This design comes from an exercise in tuning for small area, a short achievable clock period and few clock cycles on the open sky130 flow, not from production work.
In this exercise RTL edits were held to simulation tests only and were not proved equivalent to the original.

## kmeans_top
module kmeans_top #(
    parameter N    = 32,
    parameter ITER = 10
)(
    input clk,
    input rst,
    input        ld_valid,
    input  [4:0] ld_addr,
    input  [7:0] ld_x,
    input  [7:0] ld_y,
    input  [7:0] ld_z,
    input  start,
    output busy,
    output done,
    output [2*N-1:0] labels,
    output [71:0]    centroids
);
Size: roughly 8900 cells after synthesis, about 1300 flip-flops, ~170 I/O pins, about 88000 um^2 of cells after synthesis.
export LEC_CHECK = 0
export CAP_MARGIN = 20
export CORE_MARGIN = 2
export CORE_UTILIZATION = 40
export SLEW_MARGIN = 20
create_clock -name core_clock -period 32.0 [get_ports {clk}]
standard.sh (not shown) runs the stock make flow with config.mk's settings and CLKGATE_MAP_FILE= SYNTH_SCRIPT=/design/flow/synth_recipe.tcl, a recipe that flattens the netlist after the stock synthesis.
==> flow/flow/run.sh <==
#!/bin/bash
# Standard layout, with repair_timing asked for extra setup slack so that the
# resizer shortens paths well below the clock period.
set -euo pipefail
bash standard.sh SETUP_SLACK_MARGIN=24.5 finish > flow.log 2>&1
Testbench counts at the start, summed over its fixed seeds: cycles 10,356.
Then changed:
==> flow/run.sh (new file) <==
#!/bin/bash
# synth_recipe.tcl (not shown) runs the flow's synth.tcl, then flattens the netlist and writes it again
# the make line also repeats each setting of config.mk as NAME=value (left out here)
make -C /OpenROAD-flow-scripts/flow DESIGN_CONFIG=/design/flow/config.mk WORK_HOME=/design/flow/orfs CLKGATE_MAP_FILE= SYNTH_SCRIPT=/design/flow/synth_recipe.tcl finish
removed: flow/flow/run.sh
removed: flow/standard.sh
The changed run produced a clean layout; worst setup slack loses 1.2 ns; sequential share of layout area went up by 0.84 points; critical path depth went up by 30.

---

## run 4
kmeans_top, a different RTL version from the one above (not shown whole).
Size: ~10000 cells after synthesis, ~1300 flip-flops, ~170 I/O pins, about 85000 um2 of cells after synthesis.
Settings: LEC_CHECK=0, ABC_AREA=1, CAP_MARGIN=20, CORE_MARGIN=2, CORE_UTILIZATION=62, CTS_CLUSTER_DIAMETER=120, CTS_CLUSTER_SIZE=24, PLACE_DENSITY=0.7, SLEW_MARGIN=20; clock period 32.0 ns.
==> flow/flow/run.sh <==
#!/bin/bash
# Standard layout, except:
#  - yosys's synth runs with -noabc, so its early "abc -fast" does not remap
#    the explicit adder trees before the full adders are extracted (the
#    registers, their names and cell types are those of the standard synthesis);
#  - repair_timing is asked for extra setup slack so that the resizer shortens
#    paths well below the clock period.
# make's output goes to flow.log; each tool's own log is under orfs/logs/.
set -euo pipefail
bash standard.sh SYNTH_ARGS=-noabc SETUP_SLACK_MARGIN=24.3 finish > flow.log 2>&1
Run 4: done, clean on timing, DRC and antenna
Testbench counts of run 4, summed over its fixed seeds: cycles 10,356.
Modified inputs, run 1 compared to run 4
--- a/flow/flow/run.sh
+++ b/flow/flow/run.sh
@@ -9,2 +9,2 @@
 set -euo pipefail
-bash standard.sh SYNTH_ARGS=-noabc SETUP_SLACK_MARGIN=24.3 finish > flow.log 2>&1
+bash standard.sh SYNTH_ARGS=-noabc SETUP_SLACK_MARGIN=24.2 finish > flow.log 2>&1
Notes after the runs:
Summary of the comparison: via count is lower in run 1, relative to run 4. As far as proportion of synthesized chip area in sequential cells goes, run 4 and run 1 are indistinguishable; the numbers are identical. Where post-layout minimum cycle time is concerned, run 4 is better than run 1. [compare] base=run 4 new=run 1: global-route usage neither gained nor lost much; aggregate routed wire length dropped 1800 um; final design area excluding fillers -about 0.5%; global-route wire length before repair went down. Against run 4, non-clock buffer count in run 1 fell by more than 10%.

---

== red ==
Starting RTL as in the previous note.
==> flow/config.mk <==
export PLATFORM = sky130hd
export DESIGN_NAME = kmeans_top
export DESIGN_NICKNAME = kmeans_top
export VERILOG_FILES = /design/flow/design.v
export SDC_FILE = /design/flow/constraint.sdc
export NUM_CORES = 4
export LEC_CHECK = 0
export ABC_AREA = 1
export CAP_MARGIN = 20
export CORE_MARGIN = 2
export CORE_UTILIZATION = 62
export CTS_CLUSTER_DIAMETER = 120
export CTS_CLUSTER_SIZE = 24
export PLACE_DENSITY = 0.7
export SLEW_MARGIN = 20
==> flow/constraint.sdc <==
create_clock -name core_clock -period 32.0 [get_ports {clk}]
set_input_delay 6.4000 -clock core_clock [delete_from_list [all_inputs] [get_ports {clk}]]
set_output_delay 6.4000 -clock core_clock [all_outputs]
set_load 0.01 [all_outputs]
==> flow/flow/run.sh <==
#!/bin/bash
# Standard layout, with repair_timing asked for extra setup slack so that the
# resizer shortens paths well below the clock period.
set -euo pipefail
bash standard.sh SETUP_SLACK_MARGIN=24.3 finish > flow.log 2>&1
Testbench counts of red, summed over its fixed seeds: cycles 10,356.
For blue, these inputs were changed with respect to red:
==> flow/flow/run.sh <==
#!/bin/bash
# Standard layout, with repair_timing asked for extra setup slack so that the
# resizer shortens paths well below the clock period.
set -euo pipefail
bash standard.sh SETUP_SLACK_MARGIN=24.5 finish > flow.log 2>&1
[summary]
- The final layouts of red and blue pass the timing, design-rule and antenna checks.
- red leaves less setup margin than blue.
- Compare red and blue | wire length of the first global-routing pass lower: red
- Sequential share of layout area: blue lower than red
- Per the comparison of blue with red, final instance count without filler cells moved up; number of cells after detailed placement did not really move; number of cells on the worst hold path comparable.
- Met2 demand-to-capacity share in global routing, red and blue: lower on red
- red reports its critical path startpoint as g_lrow[15].g_lcol[1].q[0] while blue reports g_lrow[10].g_lcol[1].q[0].

separate check: timing with driven ports:
How much do the figures lean on ideal ports? The routed layouts below were timed once more, with nothing changed but the port constraints.
Step 1 sets driving cells, clkbuf_16 on the clock port and buf_2 on the other inputs (assumed; they add their load-dependent delay and slew).
Step 2 adds t to the input delays and takes it off the output delays; t is the mean of the earliest and latest rising clock arrival at the registers after step 1. Input paths then give back, and output paths get back, about the clock's delay inside the block.
Three values: ideal, step 1, step 2; two values: the first two.
run | shift t [ns] | slack for setup (ns) | worst setup path after step 2
the first run of note 1 | 0.881 | 24.090 / 24.004 / 23.732 | input to register
the second run of note 1 | 0.879 | 22.870 / 22.870 / 22.870 | register to register
run 4 | 0.824 | 24.241 / 24.155 / 23.717 | input to register
run 1 | 0.823 | 24.161 / 24.076 / 23.638 | input to register
red | 0.826 | 24.220 / 24.136 / 23.625 | input to register
blue | 0.798 | 24.238 / 24.152 / 23.878 | input to register
After both steps every run listed still meets setup and hold. For red, which loses most, drivers alone change the setup slack by -0.084 ns; drivers and shift together by -0.595 ns.
